What follows belongs to an exercise in optimizing a design on an open flow for small area, a short achievable clock period and few clock cycles per item; a production flow would make more cautious choices.
The RTL was checked by simulation tests, not by an equivalence proof against the original design.

==> trial 40 <==
## dot_product
module dot_product #(
  parameter ADDR_WIDTH = 5,
  parameter WIDTH = 32
) (
  input clk,
  input rst,
  input [ADDR_WIDTH:0] len,
  input [WIDTH-1:0] a_data,
  input a_valid,
  output reg a_ready,
  input [WIDTH-1:0] b_data,
  input b_valid,
  output reg b_ready,
  output [WIDTH-1:0] c_data,
  output reg c_valid,
  input c_ready
);
export LEC_CHECK = 0
export CAP_MARGIN = 20
export CORE_MARGIN = 2
export CORE_UTILIZATION = 40
export PLACE_DENSITY = 0.6
export SLEW_MARGIN = 20
create_clock -name core_clock -period 10.0 [get_ports {clk}]
standard.sh (not shown) runs the stock make flow with config.mk's settings and CLKGATE_MAP_FILE= SYNTH_SCRIPT=/design/flow/synth_recipe.tcl, a recipe that flattens the netlist after the stock synthesis.
==> flow/flow/run.sh <==
#!/bin/bash
# Own layout flow: the standard layout (standard synthesis, floorplan,
# placement, CTS, routing) with the timing repair steps aiming at a setup
# slack margin below the clock period, so that repair keeps shortening the
# critical paths instead of stopping once the 10 ns clock is met.
# The design's clock and I/O constraints are used unchanged.
set -euo pipefail
cd "$(dirname "$0")/.."
MARGIN=$(cat flow/margin.txt)
bash standard.sh SETUP_SLACK_MARGIN="$MARGIN" finish > flow_make.log 2>&1
==> flow/flow/margin.txt <==
7.0
==> build 97 (differences from trial 40) <==
==> flow/flow/run.sh (replaced) <==
#!/bin/bash
# Own layout flow: the standard layout (standard synthesis, floorplan,
# placement, CTS, routing) run through standard.sh, with extra make settings
# read from flow/make_args.txt (one VAR=value per line). They set how hard
# timing repair works (a setup slack margin, so that repair keeps shortening
# the critical paths after the 10 ns clock is met) and which buffer cell
# buffers the ports. The design's clock and I/O constraints are unchanged.
# make's full output goes to flow_make.log here; each ORFS step also keeps
# its own log under orfs/logs/.
set -euo pipefail
cd "$(dirname "$0")/.."
args=()
while IFS= read -r line || [[ -n "$line" ]]; do
  [[ -z "$line" || "$line" == \#* ]] && continue
  args+=("$line")
done < flow/make_args.txt
bash standard.sh "${args[@]}" finish > flow_make.log 2>&1
==> flow/flow/make_args.txt (new file) <==
SETUP_SLACK_MARGIN=6.3
BUFFER_PORTS_ARGS=-buffer_cell sky130_fd_sc_hd__buf_2
removed: flow/flow/margin.txt
==> results.json <==
{
  "status": "timing/DRC/antenna clean",
  "hold_path.startpoint": "b_neg[15]",
  "clkCellAreaFrac": 0.0406,
  "cp_common_cell": "fa_1",
  "cpPeakStageDelay_ps": 610,
  "cts-resized-gates": 11,
  "dp_cells": 2403,
  "nets": 2272,
  "fin_util": 0.466
}
the above is filed under build 97

==> results.json <==
{
  "fin_util": 0.541,
  "nets": 2416,
  "dp_cells": 2398,
  "cts-resized-gates": 368,
  "cpPeakStageDelay_ps": 590,
  "status": "timing/DRC/antenna clean"
}
the above is filed under trial 40

Testbench counts of trial 40, summed over its fixed seeds: cycles 10,109, items 512.
Testbench counts of build 97, summed over its fixed seeds: cycles 10,109, items 512.

* * *

==> run a <==
Another version of the RTL of dot_product (not shown whole).
Design dot_product, start of the top module:
module dot_product #(
  parameter ADDR_WIDTH = 5,
  parameter WIDTH = 32
) (
  input clk,
  input rst,
  input [ADDR_WIDTH:0] len,
  input [WIDTH-1:0] a_data,
  input a_valid,
  output reg a_ready,
  input [WIDTH-1:0] b_data,
  input b_valid,
  output reg b_ready,
  output [WIDTH-1:0] c_data,
  output reg c_valid,
  input c_ready
);
reg [WIDTH-1:0] a_r;
reg a_full, b_full;
reg [ADDR_WIDTH:0] len_r;
reg [ADDR_WIDTH:0] n;
reg m_v, m_first, m_last;
reg [WIDTH-1:0] acc;
reg rst_d;
wire a_en = !a_full || b_full;
wire b_en = !b_full || a_full;
wire a_fire = a_valid && a_en;
wire b_fire = b_valid && b_en;
wire pair = a_full && b_full;
wire last = n == len_r - 1'b1;
wire a_full_nx = a_fire || (a_full && !pair);
wire b_full_nx = b_fire || (b_full && !pair);
assign c_data = acc;
always @(posedge clk) if (a_en || rst) a_r <= (a_valid && !rst) ? a_data : {WIDTH{1'b0}};
reg [15:0] b_one, b_two, b_neg;
wire [32:0] bx = {b_data, 1'b0};
wire [15:0] e_one, e_two, e_neg;
genvar gi;
generate for (gi = 0; gi < 16; gi = gi + 1) begin : benc
  assign e_one[gi] = bx[2*gi+1] ^ bx[2*gi];
  ...
export LEC_CHECK = 0
export CAP_MARGIN = 20
export CORE_MARGIN = 2
export CORE_UTILIZATION = 40
export PLACE_DENSITY = 0.6
export SLEW_MARGIN = 20
export TNS_END_PERCENT = 30
create_clock -name core_clock -period 10.0 [get_ports {clk}]
==> flow/flow/run.sh <==
#!/bin/bash
# Own layout flow: the standard layout (standard synthesis, floorplan,
# placement, CTS, routing) run through standard.sh, with extra make settings
# read from flow/make_args.txt (one VAR=value per line). They set how hard
# timing repair works (a setup slack margin, so that repair keeps shortening
# the critical paths after the 10 ns clock is met) and which buffer cell
# buffers the ports. The design's clock and I/O constraints are unchanged.
# make's full output goes to flow_make.log here; each ORFS step also keeps
# its own log under orfs/logs/.
set -euo pipefail
cd "$(dirname "$0")/.."
args=()
while IFS= read -r line || [[ -n "$line" ]]; do
  [[ -z "$line" || "$line" == \#* ]] && continue
  args+=("$line")
done < flow/make_args.txt
bash standard.sh "${args[@]}" finish > flow_make.log 2>&1
==> flow/flow/make_args.txt <==
SETUP_SLACK_MARGIN=6.6
BUFFER_PORTS_ARGS=-buffer_cell sky130_fd_sc_hd__buf_2
==> inputs of run b, as changes to run a <==
--- a/flow/design.v
+++ b/flow/design.v
@@ -37,38 +37,35 @@
 );
 reg [WIDTH-1:0] a_r;
 reg a_full, b_full;
 reg [ADDR_WIDTH:0] len_r;
 reg [ADDR_WIDTH:0] n;
 reg m_v, m_first, m_last;
 reg [WIDTH-1:0] acc;
-reg rst_d;
 wire a_en = !a_full || b_full;
 wire b_en = !b_full || a_full;
 wire a_fire = a_valid && a_en;
 wire b_fire = b_valid && b_en;
 wire pair = a_full && b_full;
 wire last = n == len_r - 1'b1;
 wire a_full_nx = a_fire || (a_full && !pair);
 wire b_full_nx = b_fire || (b_full && !pair);
 assign c_data = acc;
-always @(posedge clk) if (a_en || rst) a_r <= (a_valid && !rst) ? a_data : {WIDTH{1'b0}};
+always @(posedge clk) if (a_en) a_r <= a_data;
 reg [15:0] b_one, b_two, b_neg;
 wire [32:0] bx = {b_data, 1'b0};
 wire [15:0] e_one, e_two, e_neg;
 genvar gi;
 generate for (gi = 0; gi < 16; gi = gi + 1) begin : benc
   assign e_one[gi] = bx[2*gi+1] ^ bx[2*gi];
   assign e_two[gi] = (bx[2*gi+2] & ~bx[2*gi+1] & ~bx[2*gi]) | (~bx[2*gi+2] & bx[2*gi+1] & bx[2*gi]);
   assign e_neg[gi] = bx[2*gi+2];
 end endgenerate
-always @(posedge clk) if (b_en || rst) begin
-  b_one <= (b_valid && !rst) ? e_one : 16'd0;
-  b_two <= (b_valid && !rst) ? e_two : 16'd0;
-  b_neg <= e_neg;
+always @(posedge clk) if (b_en) begin
+  b_one <= e_one; b_two <= e_two; b_neg <= e_neg;
 end
 wire pp0_0 = (b_one[0] & a_r[0]) ^ b_neg[0];
 wire pp0_1 = ((b_one[0] & a_r[1]) | (b_two[0] & a_r[0])) ^ b_neg[0];
 wire pp0_2 = ((b_one[0] & a_r[2]) | (b_two[0] & a_r[1])) ^ b_neg[0];
 wire pp0_3 = ((b_one[0] & a_r[3]) | (b_two[0] & a_r[2])) ^ b_neg[0];
 wire pp0_4 = ((b_one[0] & a_r[4]) | (b_two[0] & a_r[3])) ^ b_neg[0];
 wire pp0_5 = ((b_one[0] & a_r[5]) | (b_two[0] & a_r[4])) ^ b_neg[0];
@@ -1553,12 +1550,11 @@
     if (pair) n <= last ? 0 : n + 1'b1;
     m_v <= pair;
     m_first <= pair && n == 0;
     m_last <= pair && last;
     if (c_valid && c_ready) c_valid <= 1'b0;
     else if (m_v && m_last) c_valid <= 1'b1;
   end
-  rst_d <= rst;
-  if (rst || rst_d || (c_valid && c_ready)) acc <= 0;
-  else acc <= acc_nx;
+  if (rst || (c_valid && c_ready)) acc <= 0;
+  else if (m_v) acc <= acc_nx;
 end
 endmodule
==> flow/flow/make_args.txt (replaced) <==
SETUP_SLACK_MARGIN=7.2
BUFFER_PORTS_ARGS=-buffer_cell sky130_fd_sc_hd__buf_2
Settings changed: TNS_END_PERCENT 30 to unset.
==> inputs of run c, as changes to run a <==
--- a/flow/design.v
+++ b/flow/design.v
@@ -37,38 +37,35 @@
 );
 reg [WIDTH-1:0] a_r;
 reg a_full, b_full;
 reg [ADDR_WIDTH:0] len_r;
 reg [ADDR_WIDTH:0] n;
 reg m_v, m_first, m_last;
 reg [WIDTH-1:0] acc;
-reg rst_d;
 wire a_en = !a_full || b_full;
 wire b_en = !b_full || a_full;
 wire a_fire = a_valid && a_en;
 wire b_fire = b_valid && b_en;
 wire pair = a_full && b_full;
 wire last = n == len_r - 1'b1;
 wire a_full_nx = a_fire || (a_full && !pair);
 wire b_full_nx = b_fire || (b_full && !pair);
 assign c_data = acc;
-always @(posedge clk) if (a_en || rst) a_r <= (a_valid && !rst) ? a_data : {WIDTH{1'b0}};
+always @(posedge clk) if (a_en) a_r <= a_data;
 reg [15:0] b_one, b_two, b_neg;
 wire [32:0] bx = {b_data, 1'b0};
 wire [15:0] e_one, e_two, e_neg;
 genvar gi;
 generate for (gi = 0; gi < 16; gi = gi + 1) begin : benc
   assign e_one[gi] = bx[2*gi+1] ^ bx[2*gi];
   assign e_two[gi] = (bx[2*gi+2] & ~bx[2*gi+1] & ~bx[2*gi]) | (~bx[2*gi+2] & bx[2*gi+1] & bx[2*gi]);
   assign e_neg[gi] = bx[2*gi+2];
 end endgenerate
-always @(posedge clk) if (b_en || rst) begin
-  b_one <= (b_valid && !rst) ? e_one : 16'd0;
-  b_two <= (b_valid && !rst) ? e_two : 16'd0;
-  b_neg <= e_neg;
+always @(posedge clk) if (b_en) begin
+  b_one <= e_one; b_two <= e_two; b_neg <= e_neg;
 end
 wire pp0_0 = (b_one[0] & a_r[0]) ^ b_neg[0];
 wire pp0_1 = ((b_one[0] & a_r[1]) | (b_two[0] & a_r[0])) ^ b_neg[0];
 wire pp0_2 = ((b_one[0] & a_r[2]) | (b_two[0] & a_r[1])) ^ b_neg[0];
 wire pp0_3 = ((b_one[0] & a_r[3]) | (b_two[0] & a_r[2])) ^ b_neg[0];
 wire pp0_4 = ((b_one[0] & a_r[4]) | (b_two[0] & a_r[3])) ^ b_neg[0];
 wire pp0_5 = ((b_one[0] & a_r[5]) | (b_two[0] & a_r[4])) ^ b_neg[0];
@@ -1553,12 +1550,11 @@
     if (pair) n <= last ? 0 : n + 1'b1;
     m_v <= pair;
     m_first <= pair && n == 0;
     m_last <= pair && last;
     if (c_valid && c_ready) c_valid <= 1'b0;
     else if (m_v && m_last) c_valid <= 1'b1;
   end
-  rst_d <= rst;
-  if (rst || rst_d || (c_valid && c_ready)) acc <= 0;
-  else acc <= acc_nx;
+  if (rst || (c_valid && c_ready)) acc <= 0;
+  else if (m_v) acc <= acc_nx;
 end
 endmodule
==> flow/flow/make_args.txt (replaced) <==
SETUP_SLACK_MARGIN=6.3
BUFFER_PORTS_ARGS=-buffer_cell sky130_fd_sc_hd__buf_2
Settings changed: TNS_END_PERCENT 30 to unset.
==> results.txt <==
Run a passed the timing, DRC and antenna checks. Run c completed without violations. Run b produced a clean layout. Of run c and run a, run a has the higher design area (gap 2.8%, measured against run a). Sequential share of layout area, highest first: run c, run a, run b. In die area, run c and run b do not differ. Against run a, the synthesized area of run b is smaller by about 0.53%. Of run b and run a, run a has the higher sequential cell count (gap 1). Register-to-register slack: run c < run b < run a. Final cell count: run c < run a < run b. Against run c, the count of clock-buffer cells in the layout of run b is lower by 5.
Testbench counts of run a, summed over its fixed seeds: cycles 10,109, items 512.
Testbench counts of run b, summed over its fixed seeds: cycles 10,109, items 512.
Testbench counts of run c, summed over its fixed seeds: cycles 10,109, items 512.

## port drivers added, routing unchanged
The results above use ideal ports. As a check the final layouts listed here were re-extracted and re-timed, cells and wires unchanged.
Step 1 (the two cells are an assumption about what drives the block):
set clk [get_ports {clk}]
set_driving_cell -lib_cell sky130_fd_sc_hd__clkbuf_16 $clk
set_driving_cell -lib_cell sky130_fd_sc_hd__buf_2 [delete_from_list [all_inputs] $clk]
Step 2 also shifts input and output timing later by t, the mid clock arrival at the registers, as if the neighbouring blocks saw the same clock.
a / b / c = ideal ports / drivers / drivers and shift; a / b = the first two.
run	shift t [ns]	slack for setup (ns)	worst setup path at the end	worst register clock-pin slew, ns
trial 40	0.619	6.506 / 6.506 / 6.506	register to register	0.07 / 0.07
build 97	0.609	6.326 / 6.326 / 6.326	register to register	0.07 / 0.07
run a	0.621	6.704 / 6.685 / 6.582	input to register	0.06 / 0.06
run b	0.617	6.680 / 6.680 / 6.421	input to register	0.06 / 0.06
run c	0.627	6.430 / 6.430 / 6.272	input to register	0.07 / 0.07
After both steps every run listed still meets setup and hold. For run b, which loses most, drivers alone change the setup slack by 0.000 ns; drivers and shift together by -0.259 ns.
